What follows belongs to an exercise in optimizing a design on an open flow for a short achievable clock period and few clock cycles; a production flow would make more cautious choices.
The RTL was checked by simulation tests, not by an equivalence proof against the original design.
Power is estimated from default activity; no workload was simulated.

Setup of v6:
==> flow/design.v (excerpt) <==
module cpu(clk,rst_n, iaddr, instr, wdata, we, addr, re, rdata, hlt);
Settings: LEC_CHECK=0, ABC_AREA=1, ABC_CLOCK_PERIOD_IN_PS=1000, CAP_MARGIN=20, CORE_MARGIN=2, CORE_UTILIZATION=40, SETUP_SLACK_MARGIN=3.8, SLEW_MARGIN=20; clock period 6.2 ns.
standard.sh (not shown) runs the stock make flow with config.mk's settings and CLKGATE_MAP_FILE= SYNTH_SCRIPT=/design/flow/synth_recipe.tcl, a recipe that flattens the netlist after the stock synthesis.
==> flow/flow/run.sh <==
#!/bin/bash
# The standard layout (the standard.sh) with two changes:
#  - synthesis does not map adders onto the library's full/half-adder cells
#    (ADDER_MAP_FILE left empty), so abc restructures the carry logic for
#    speed; registers are unchanged;
#  - every input and output port is still buffered, but with buf_4 instead
#    of the delay-cell buffer buffer_ports picks by itself.
# make's full output goes to make.log in the work folder.
set -euo pipefail
bash standard.sh ADDER_MAP_FILE= "BUFFER_PORTS_ARGS=-buffer_cell sky130_fd_sc_hd__buf_4" finish > make.log 2>&1
Testbench counts of v6, summed over its fixed seeds: cycles 68,708.
Input-level comparison between v7 and v6:
--- a/flow/design.v
+++ b/flow/design.v
@@ -23,66 +23,50 @@
 wire        redirect_id;      
 wire        redirect = kill_e | redirect_ex | redirect_id;
 wire [15:0] redirect_pc;
 reg         stall_id;         
 wire        halt_dec;         
 reg         halted;
 reg  [15:0] pc;
 reg  [15:0] ras;              
-reg  [15:0] ras1;             
-reg  [15:0] pc1r;             
-wire [15:0] pc1 = pc1r;
+wire [15:0] pc1 = pc + 16'd1;
 wire [3:0]  if_op    = instr[15:12];
 wire        if_jal   = (if_op == 4'hD);
 wire        if_br    = (if_op == 4'hC) & (|instr[8:0]);
 wire        if_jr    = (if_op == 4'hE);
 wire [2:0]  if_cc    = instr[11:9];
 wire        if_bra   = (if_op == 4'hC);
 wire        if_br_pt = if_bra & ((&if_cc) | (if_cc == 3'b000) | (if_cc == 3'b100) | instr[8]);
-wire        pc1_neg  = pc1[15];                        
-wire [6:0]  hi9_p1   = pc1[15:9] + 7'd1;
-wire [6:0]  hi9_m1   = pc1[15:9] - 7'd1;
-wire [3:0]  hi12_p1  = pc1[15:12] + 4'd1;
-wire [3:0]  hi12_m1  = pc1[15:12] - 4'd1;
-wire [9:0]  lo9      = {1'b0, pc1[8:0]} + {1'b0, instr[8:0]};
-wire [6:0]  hi9      = (instr[8] == lo9[9]) ? pc1[15:9] : lo9[9] ? hi9_p1 : hi9_m1;
+wire        pc1_neg  = pc[15] ^ (&pc[14:0]);           
+wire [6:0]  hi9_p1   = pc[15:9] + 7'd1;
+wire [6:0]  hi9_m1   = pc[15:9] - 7'd1;
+wire [3:0]  hi12_p1  = pc[15:12] + 4'd1;
+wire [3:0]  hi12_m1  = pc[15:12] - 4'd1;
+wire [9:0]  lo9      = {1'b0, pc[8:0]} + {1'b0, instr[8:0]} + 10'd1;
+wire [6:0]  hi9      = (instr[8] == lo9[9]) ? pc[15:9] : lo9[9] ? hi9_p1 : hi9_m1;
 wire [15:0] raw9     = {hi9, lo9[8:0]};
 wire        ovf9     = (pc1_neg == instr[8]) & (raw9[15] != pc1_neg);
-wire [9:0]  lo9p     = {1'b0, pc1[8:0]} + {1'b0, instr[8:0]} + 10'd1;
-wire [6:0]  hi9p     = (instr[8] == lo9p[9]) ? pc1[15:9] : lo9p[9] ? hi9_p1 : hi9_m1;
-wire [15:0] raw9p    = {hi9p, lo9p[8:0]};
-wire [12:0] lo12     = {1'b0, pc1[11:0]} + {1'b0, instr[11:0]};
-wire [3:0]  hi12     = (instr[11] == lo12[12]) ? pc1[15:12] : lo12[12] ? hi12_p1 : hi12_m1;
+wire [12:0] lo12     = {1'b0, pc[11:0]} + {1'b0, instr[11:0]} + 13'd1;
+wire [3:0]  hi12     = (instr[11] == lo12[12]) ? pc[15:12] : lo12[12] ? hi12_p1 : hi12_m1;
 wire [15:0] raw12    = {hi12, lo12[11:0]};
 wire        ovf12    = (pc1_neg == instr[11]) & (raw12[15] != pc1_neg);
-wire [12:0] lo12p    = {1'b0, pc1[11:0]} + {1'b0, instr[11:0]} + 13'd1;
-wire [3:0]  hi12p    = (instr[11] == lo12p[12]) ? pc1[15:12] : lo12p[12] ? hi12_p1 : hi12_m1;
-wire [15:0] raw12p   = {hi12p, lo12p[11:0]};
 wire [15:0] pred_pc  = if_jal ? raw12 : if_br_pt ? raw9 : if_jr ? ras : pc1;
-wire [15:0] pred_pc1 = if_jal ? raw12p : if_br_pt ? raw9p : if_jr ? ras1 : pc1 + 16'd1;
 wire        special  = redirect | stall_id;
 wire [15:0] spec_pc  = redirect ? redirect_pc : pc;
-wire [15:0] spec_pc1 = redirect ? redirect_pc + 16'd1 : pc1;
 always @(posedge clk, negedge rst_n)
-  if (!rst_n) begin
-    pc   <= 16'h0000;
-    pc1r <= 16'h0001;
-  end else begin
-    pc   <= special ? spec_pc : pred_pc;
-    pc1r <= special ? spec_pc1 : pred_pc1;
-  end
+  if (!rst_n)
+    pc <= 16'h0000;
+  else
+    pc <= special ? spec_pc : pred_pc;
 always @(posedge clk, negedge rst_n)
-  if (!rst_n) begin
-    ras  <= 16'h0000;
-    ras1 <= 16'h0001;
-  end else if (!redirect && !stall_id && if_jal) begin
-    ras  <= pc1;
-    ras1 <= pc1 + 16'd1;
-  end
+  if (!rst_n)
+    ras <= 16'h0000;
+  else if (!redirect && !stall_id && if_jal)
+    ras <= pc1;
 assign iaddr = pc;
 wire p_add  = (if_op == 4'h0);
 wire p_addz = (if_op == 4'h1);
 wire p_sub  = (if_op == 4'h2);
 wire p_and  = (if_op == 4'h3);
 wire p_nor  = (if_op == 4'h4);
 wire p_sll  = (if_op == 4'h5);
 wire p_srl  = (if_op == 4'h6);
### Flow results
Against v6, maximum frequency in v7 came out better. v7 ends up with a clock tree buffer count of the final layout that is 20% lower than in v6. Comparing v7 and v6, the higher via count was measured on v6. Portion of the clock cycle consumed by the worst path in the final layout ended up 3.6 points lower on v7 than on v6. v7 ends up with a first-iteration DRC count that is about 8% higher than in v6. Compared with v6, in v7 post-synthesis share of cell area spent on and, or, nand and nor gates lost 1.7 points, cell area lost about 8%, power share of the clock group picked up an extra 1.2 points.
Testbench counts of v7, summed over its fixed seeds: cycles 68,708.

==> afterwards: timing with drivers on the ports <==
No port has a modelled driver above. Below, the same layouts with a new extraction and two added sets of constraints.
Step 1 (the two cells are an assumption about what drives the block):
set clk [get_ports {clk}]
set_driving_cell -lib_cell sky130_fd_sc_hd__clkbuf_16 $clk
set_driving_cell -lib_cell sky130_fd_sc_hd__buf_2 [delete_from_list [all_inputs] $clk]
Step 2 times the ports against the registers' clock, not the clock port: input delays grow and output delays shrink by t, the midpoint of the rising clock arrivals with the driver on.
a / b / c = ideal / step 1 / step 2; a / b = the first two.
run | shift t [ns] | setup WS [ns] | hold slack, ns | latest minus earliest clock arrival (ns)
v6 | 0.686 | 3.281 / 3.281 / 2.626 | 0.338 / 0.338 / 0.338 | 0.041 / 0.041
v7 | 0.697 | 3.506 / 3.506 / 2.847 | 0.340 / 0.340 / 0.340 | 0.045 / 0.045
After both steps every run listed still meets setup and hold. The setup slack of v7, which loses most, moves by 0.000 ns with the drivers and by -0.659 ns with both steps.
